From an optimization exercise on the open Yosys and OpenROAD flow, aimed at small area; shortcuts taken in it are not production practice.
The RTL was checked by simulation tests, not by an equivalence proof against the original design.
No activity file was given, so power comes from the tool's default toggle rates.

==> flow/design.v <==
`timescale 1ns / 1ps
module reg_file (
    input clk,
    input reset,
    input we,               
    input [4:0]  rs1,              
    input [4:0]  rs2,              
    input [4:0]  rd,               
    input [31:0] wd,               
    output [31:0] rd1,              
    output [31:0] rd2               
);
    reg  [31:0] regs [1:31];
    reg  [31:1] valid;
    wire [31:1] wen;        
    wire [31:1] sel1, sel2;  
    rf_wdec u_wdec (.en(we), .a(rd), .y(wen));
    rf_dec u_dec1 (.a(rs1), .v(valid), .y(sel1));
    rf_dec u_dec2 (.a(rs2), .v(valid), .y(sel2));
    always @(posedge clk or posedge reset) begin
        if (reset)
            valid <= 31'b0;
        else
            valid <= valid | wen;
    end
    genvar g, b;
    generate
        for (g = 1; g < 32; g = g + 1) begin : gen_reg
            always @(posedge clk)
                if (wen[g])
                    regs[g] <= wd;
        end
    endgenerate
    generate
        for (b = 0; b < 32; b = b + 1) begin : gen_bit
            wire [31:1] q;
            for (g = 1; g < 32; g = g + 1) begin : gen_q
                assign q[g] = regs[g][b];
            end
            rf_read_bit u_r1 (.sel(sel1), .q(q), .y(rd1[b]));
            rf_read_bit u_r2 (.sel(sel2), .q(q), .y(rd2[b]));
        end
    endgenerate
endmodule
module rf_read_bit (
    input  [31:1] sel,
    input  [31:1] q,
    output        y
);
    wire [10:0] n;    
    genvar k;
    generate
        for (k = 0; k < 10; k = k + 1) begin : gen_aoi
            rf_aoi222 u (.a1(sel[3*k+1]), .a2(q[3*k+1]),
                         .b1(sel[3*k+2]), .b2(q[3*k+2]),
                         .c1(sel[3*k+3]), .c2(q[3*k+3]), .y(n[k]));
        end
    endgenerate
    rf_nand2 u_n2 (.a(sel[31]), .b(q[31]), .y(n[10]));
    wire [1:0] p;
    wire       m;
    rf_nand4 u_p0 (.a(n[0]), .b(n[1]), .c(n[2]), .d(n[3]), .y(p[0]));
    rf_nand4 u_p1 (.a(n[4]), .b(n[5]), .c(n[6]), .d(n[7]), .y(p[1]));
    rf_nor2  u_m  (.a(p[0]), .b(p[1]), .y(m));
    rf_nand4 u_o  (.a(m), .b(n[8]), .c(n[9]), .d(n[10]), .y(y));
endmodule
module rf_aoi222 (input a1, a2, b1, b2, c1, c2, output y);
    assign y = ~((a1 & a2) | (b1 & b2) | (c1 & c2));
endmodule
module rf_nand2 (input a, b, output y);
    assign y = ~(a & b);
endmodule
module rf_nor2 (input a, b, output y);
    assign y = ~(a | b);
endmodule
module rf_nand4 (input a, b, c, d, output y);
    assign y = ~(a & b & c & d);
endmodule
module rf_wdec (
    input         en,
    input  [4:0]  a,
    output [31:1] y
);
    wire [3:0] lo_n;    
    wire [7:0] hi_n;    
    genvar j, k;
    generate
        for (j = 0; j < 4; j = j + 1) begin : gen_lo
            assign lo_n[j] = ~(en & (a[1:0] == j));
        end
        for (k = 0; k < 8; k = k + 1) begin : gen_hi
            assign hi_n[k] = ~(a[4:2] == k);
        end
        for (j = 1; j < 32; j = j + 1) begin : gen_y
            assign y[j] = ~(lo_n[j % 4] | hi_n[j / 4]);
        end
    endgenerate
endmodule
module rf_dec (
    input  [4:0]  a,
    input  [31:1] v,
    output [31:1] y
);
    wire [3:0] lo_n;    
    wire [7:0] hi_n;    
    genvar j, k;
    generate
        for (j = 0; j < 4; j = j + 1) begin : gen_lo
            assign lo_n[j] = ~(a[1:0] == j);
        end
        for (k = 0; k < 8; k = k + 1) begin : gen_hi
            assign hi_n[k] = ~(a[4:2] == k);
        end
        for (j = 1; j < 32; j = j + 1) begin : gen_y
            assign y[j] = ~(lo_n[j % 4] | hi_n[j / 4]) & v[j];
        end
    endgenerate
endmodule
export LEC_CHECK = 0
export CAP_MARGIN = 20
export CORE_MARGIN = 2
export CORE_UTILIZATION = 50
export CTS_BUF_LIST = sky130_fd_sc_hd__clkbuf_8
export CTS_CLUSTER_DIAMETER = 60
export CTS_CLUSTER_SIZE = 15
export SLEW_MARGIN = 20
export SYNTH_HIERARCHICAL = 1
export SYNTH_MINIMUM_KEEP_SIZE = 0
create_clock -name core_clock -period 7.0 [get_ports {clk}]
standard.sh (not shown) runs the stock make flow with config.mk's settings and CLKGATE_MAP_FILE= SYNTH_SCRIPT=/design/flow/synth_recipe.tcl, a recipe that flattens the netlist after the stock synthesis.
==> flow/flow/run.sh <==
#!/bin/bash
# The standard ORFS layout (standard.sh, unchanged synthesis), with these
# area-oriented changes passed to ORFS as variables:
#  - ports are buffered with buf_2 instead of the default buffer cell, and
#    before resizing the output ports' buffers become buf_1 (pre_resize.tcl),
#  - CTS uses clkbuf_8 with small, compact sink clusters and no dummy loads.
# ORFS writes each tool's log under orfs/logs/; make's output goes to
# flow_make.log.
set -euo pipefail
HERE=$(cd "$(dirname "${BASH_SOURCE[0]}")" && pwd)
export BUFFER_PORTS_ARGS="-buffer_cell sky130_fd_sc_hd__buf_2"
export PRE_RESIZE_TCL="$HERE/pre_resize.tcl"
export CTS_ARGS="-sink_clustering_enable -repair_clock_nets -dont_use_dummy_load -buf_list sky130_fd_sc_hd__clkbuf_8 -sink_clustering_size 15 -sink_clustering_max_diameter 60"
bash standard.sh finish > flow_make.log 2>&1
==> flow/flow/pre_resize.tcl <==
# Output ports drive only the 0.01 pF pin load: use buf_1 for their port
# buffers (repair_design, which follows, fixes any violation this makes).
foreach port [get_ports -filter "direction == output"] {
  set net [get_nets [get_full_name $port]]
  foreach pin [get_pins -of_objects $net] {
    if {[get_property $pin direction] ne "output"} continue
    set inst [get_cells -of_objects $pin]
    if {[string match "*/sky130_fd_sc_hd__buf_2" [get_full_name [get_lib_cells -of_objects $inst]]]} {
      replace_cell $inst sky130_fd_sc_hd__buf_1
    }
  }
}
The starting point finished clean.
Rerun with:
==> flow/flow/run.sh (replaced) <==
#!/bin/bash
# The standard ORFS layout (standard.sh, unchanged synthesis), with two
# area-oriented changes passed to ORFS as variables:
#  - ports are buffered with buf_2 instead of the default buffer cell,
#  - CTS uses clkbuf_8 with small, compact sink clusters and no dummy loads.
# ORFS writes each tool's log under orfs/logs/; make's output goes to
# flow_make.log.
set -euo pipefail
export BUFFER_PORTS_ARGS="-buffer_cell sky130_fd_sc_hd__buf_2"
export CTS_ARGS="-sink_clustering_enable -repair_clock_nets -dont_use_dummy_load -buf_list sky130_fd_sc_hd__clkbuf_8 -sink_clustering_size 15 -sink_clustering_max_diameter 60"
bash standard.sh finish > flow_make.log 2>&1
removed: flow/flow/pre_resize.tcl
The changed run finished clean. Sequential power hardly moves. Global-route usage grows by 0.11 points. First-iteration DRC count grows by 1.9%. Count of clock-buffer cells in the layout is unchanged. Power is about the same. Wire length hardly moves. Clock skew is unchanged. Worst setup slack gains 91 ps. Non-clock buffer count stays the same. Final cell count is about the same. Area after synthesis stays the same.
Rerun with:
==> flow/run.sh (new file) <==
#!/bin/bash
# synth_recipe.tcl (not shown) runs the flow's synth.tcl, then flattens the netlist and writes it again
# the make line also repeats each setting of config.mk as NAME=value (left out here)
make -C /OpenROAD-flow-scripts/flow DESIGN_CONFIG=/design/flow/config.mk WORK_HOME=/design/flow/orfs CLKGATE_MAP_FILE= SYNTH_SCRIPT=/design/flow/synth_recipe.tcl finish
removed: flow/flow/run.sh
removed: flow/standard.sh
Result: Worst setup slack degrades by 860 ps. Clock-buffer cell count rose by 3. Non-clock buffer count rose by 52. Power rose by 4.1%.
Rerun with:
==> flow/flow/run.sh (new file) <==
#!/bin/bash
# The standard ORFS layout (standard.sh, unchanged synthesis), with these
# area-oriented changes passed to ORFS as variables:
#  - ports are buffered with buf_2 instead of the default buffer cell, and
#    before resizing the output ports' buffers become buf_1 (pre_resize.tcl),
#  - CTS uses clkbuf_8 with small, compact sink clusters and no dummy loads.
# ORFS writes each tool's log under orfs/logs/; make's output goes to
# flow_make.log.
set -euo pipefail
HERE=$(cd "$(dirname "${BASH_SOURCE[0]}")" && pwd)
export BUFFER_PORTS_ARGS="-buffer_cell sky130_fd_sc_hd__buf_2"
export PRE_RESIZE_TCL="$HERE/pre_resize.tcl"
export CTS_ARGS="-sink_clustering_enable -repair_clock_nets -dont_use_dummy_load -buf_list sky130_fd_sc_hd__clkbuf_8 -sink_clustering_size 17 -sink_clustering_max_diameter 60"
bash standard.sh finish > flow_make.log 2>&1
==> flow/flow/pre_resize.tcl (new file) <==
# Output ports drive only the 0.01 pF pin load: use buf_1 for their port
# buffers (repair_design, which follows, fixes any violation this makes).
foreach port [get_ports -filter "direction == output"] {
  set net [get_nets [get_full_name $port]]
  foreach pin [get_pins -of_objects $net] {
    if {[get_property $pin direction] ne "output"} continue
    set inst [get_cells -of_objects $pin]
    if {[string match "*/sky130_fd_sc_hd__buf_2" [get_full_name [get_lib_cells -of_objects $inst]]]} {
      replace_cell $inst sky130_fd_sc_hd__buf_1
    }
  }
}
==> flow/standard.sh (new file) <==
#!/bin/bash
# synth_recipe.tcl (not shown) runs the flow's synth.tcl, then flattens the netlist and writes it again
# the make line also repeats each setting of config.mk as NAME=value (left out here)
make -C /OpenROAD-flow-scripts/flow DESIGN_CONFIG=/design/flow/config.mk WORK_HOME=/design/flow/orfs CLKGATE_MAP_FILE= SYNTH_SCRIPT=/design/flow/synth_recipe.tcl "${@:-finish}"
removed: flow/run.sh
Utilization went down by 1.8 points.
Clock power went down by 14%.
Die area is unchanged.
Design area went down by 3.2%.
Final cell count went down by 3.1%.
Sequential cell count does not change.
Sequential share of layout area went up by 2.2 points.
Setup slack is better by 840 ps.
Rerun with:
==> flow/flow/run.sh (replaced) <==
#!/bin/bash
# The standard ORFS layout (standard.sh, unchanged synthesis), with three
# area-oriented changes passed to ORFS as variables:
#  - ports are buffered with buf_2 instead of the default buffer cell,
#  - CTS uses clkbuf_8 with small, compact sink clusters and no dummy loads,
#  - global routing recovers power (downsizes cells off critical paths).
set -euo pipefail
export BUFFER_PORTS_ARGS="-buffer_cell sky130_fd_sc_hd__buf_2"
export CTS_ARGS="-sink_clustering_enable -repair_clock_nets -dont_use_dummy_load -buf_list sky130_fd_sc_hd__clkbuf_8 -sink_clustering_size 15 -sink_clustering_max_diameter 60"
export RECOVER_POWER=100
bash standard.sh finish > flow_make.log 2>&1
removed: flow/flow/pre_resize.tcl
Effect:
- The new run finished but fails on capacitance limit, slew limit
- global-route usage stays flat
- first-iteration DRC count fell by 0.41%
- synthesized cell count stays the same
- design area fell by about 0.4%
- total power climbs by about 1%
- non-clock buffer count stays the same
- setup slack gets worse by 670 ps
- routed wire length is higher by 0.65%
- worst hold slack barely changes

[separate check: timing with driven ports]
The results above use ideal ports. As a check the final layouts listed here were re-extracted and re-timed, cells and wires unchanged.
Step 1: set_driving_cell puts a clkbuf_16 on clk and a buf_2 on each other input, an assumption about the parent block.
Step 2 times the ports against the registers' clock, not the clock port: input delays grow and output delays shrink by t, the midpoint of the rising clock arrivals with the driver on.
Slacks: ideal ports / drivers / drivers and shift; pairs: ideal ports / drivers.
run	t, ns	setup slack, ns	hold slack, ns	latest minus earliest clock arrival (ns)	max-slew violations	pins driven straight from the clock port
the first run	0.758	1.360 / 1.334 / 1.334	0.478 / 0.478 / 0.478	0.066 / 0.067	0 / 0	1
the second run	0.764	1.451 / 1.428 / 1.428	0.487 / 0.487 / 0.487	0.061 / 0.061	0 / 0	1
the third run	0.768	0.590 / 0.566 / 0.566	0.482 / 0.482 / 0.482	0.029 / 0.029	0 / 0	1
the fourth run	0.746	1.429 / 1.382 / 1.382	0.485 / 0.485 / 0.485	0.073 / 0.074	0 / 0	1
the fifth run	0.775	0.760 / 0.715 / 0.715	0.486 / 0.486 / 0.486	0.064 / 0.064	1639 / 1641	1
The drivers bring new slew violations in the fifth run. The setup slack of the fourth run, which loses most, moves by -0.047 ns with the drivers and by -0.047 ns with both steps.
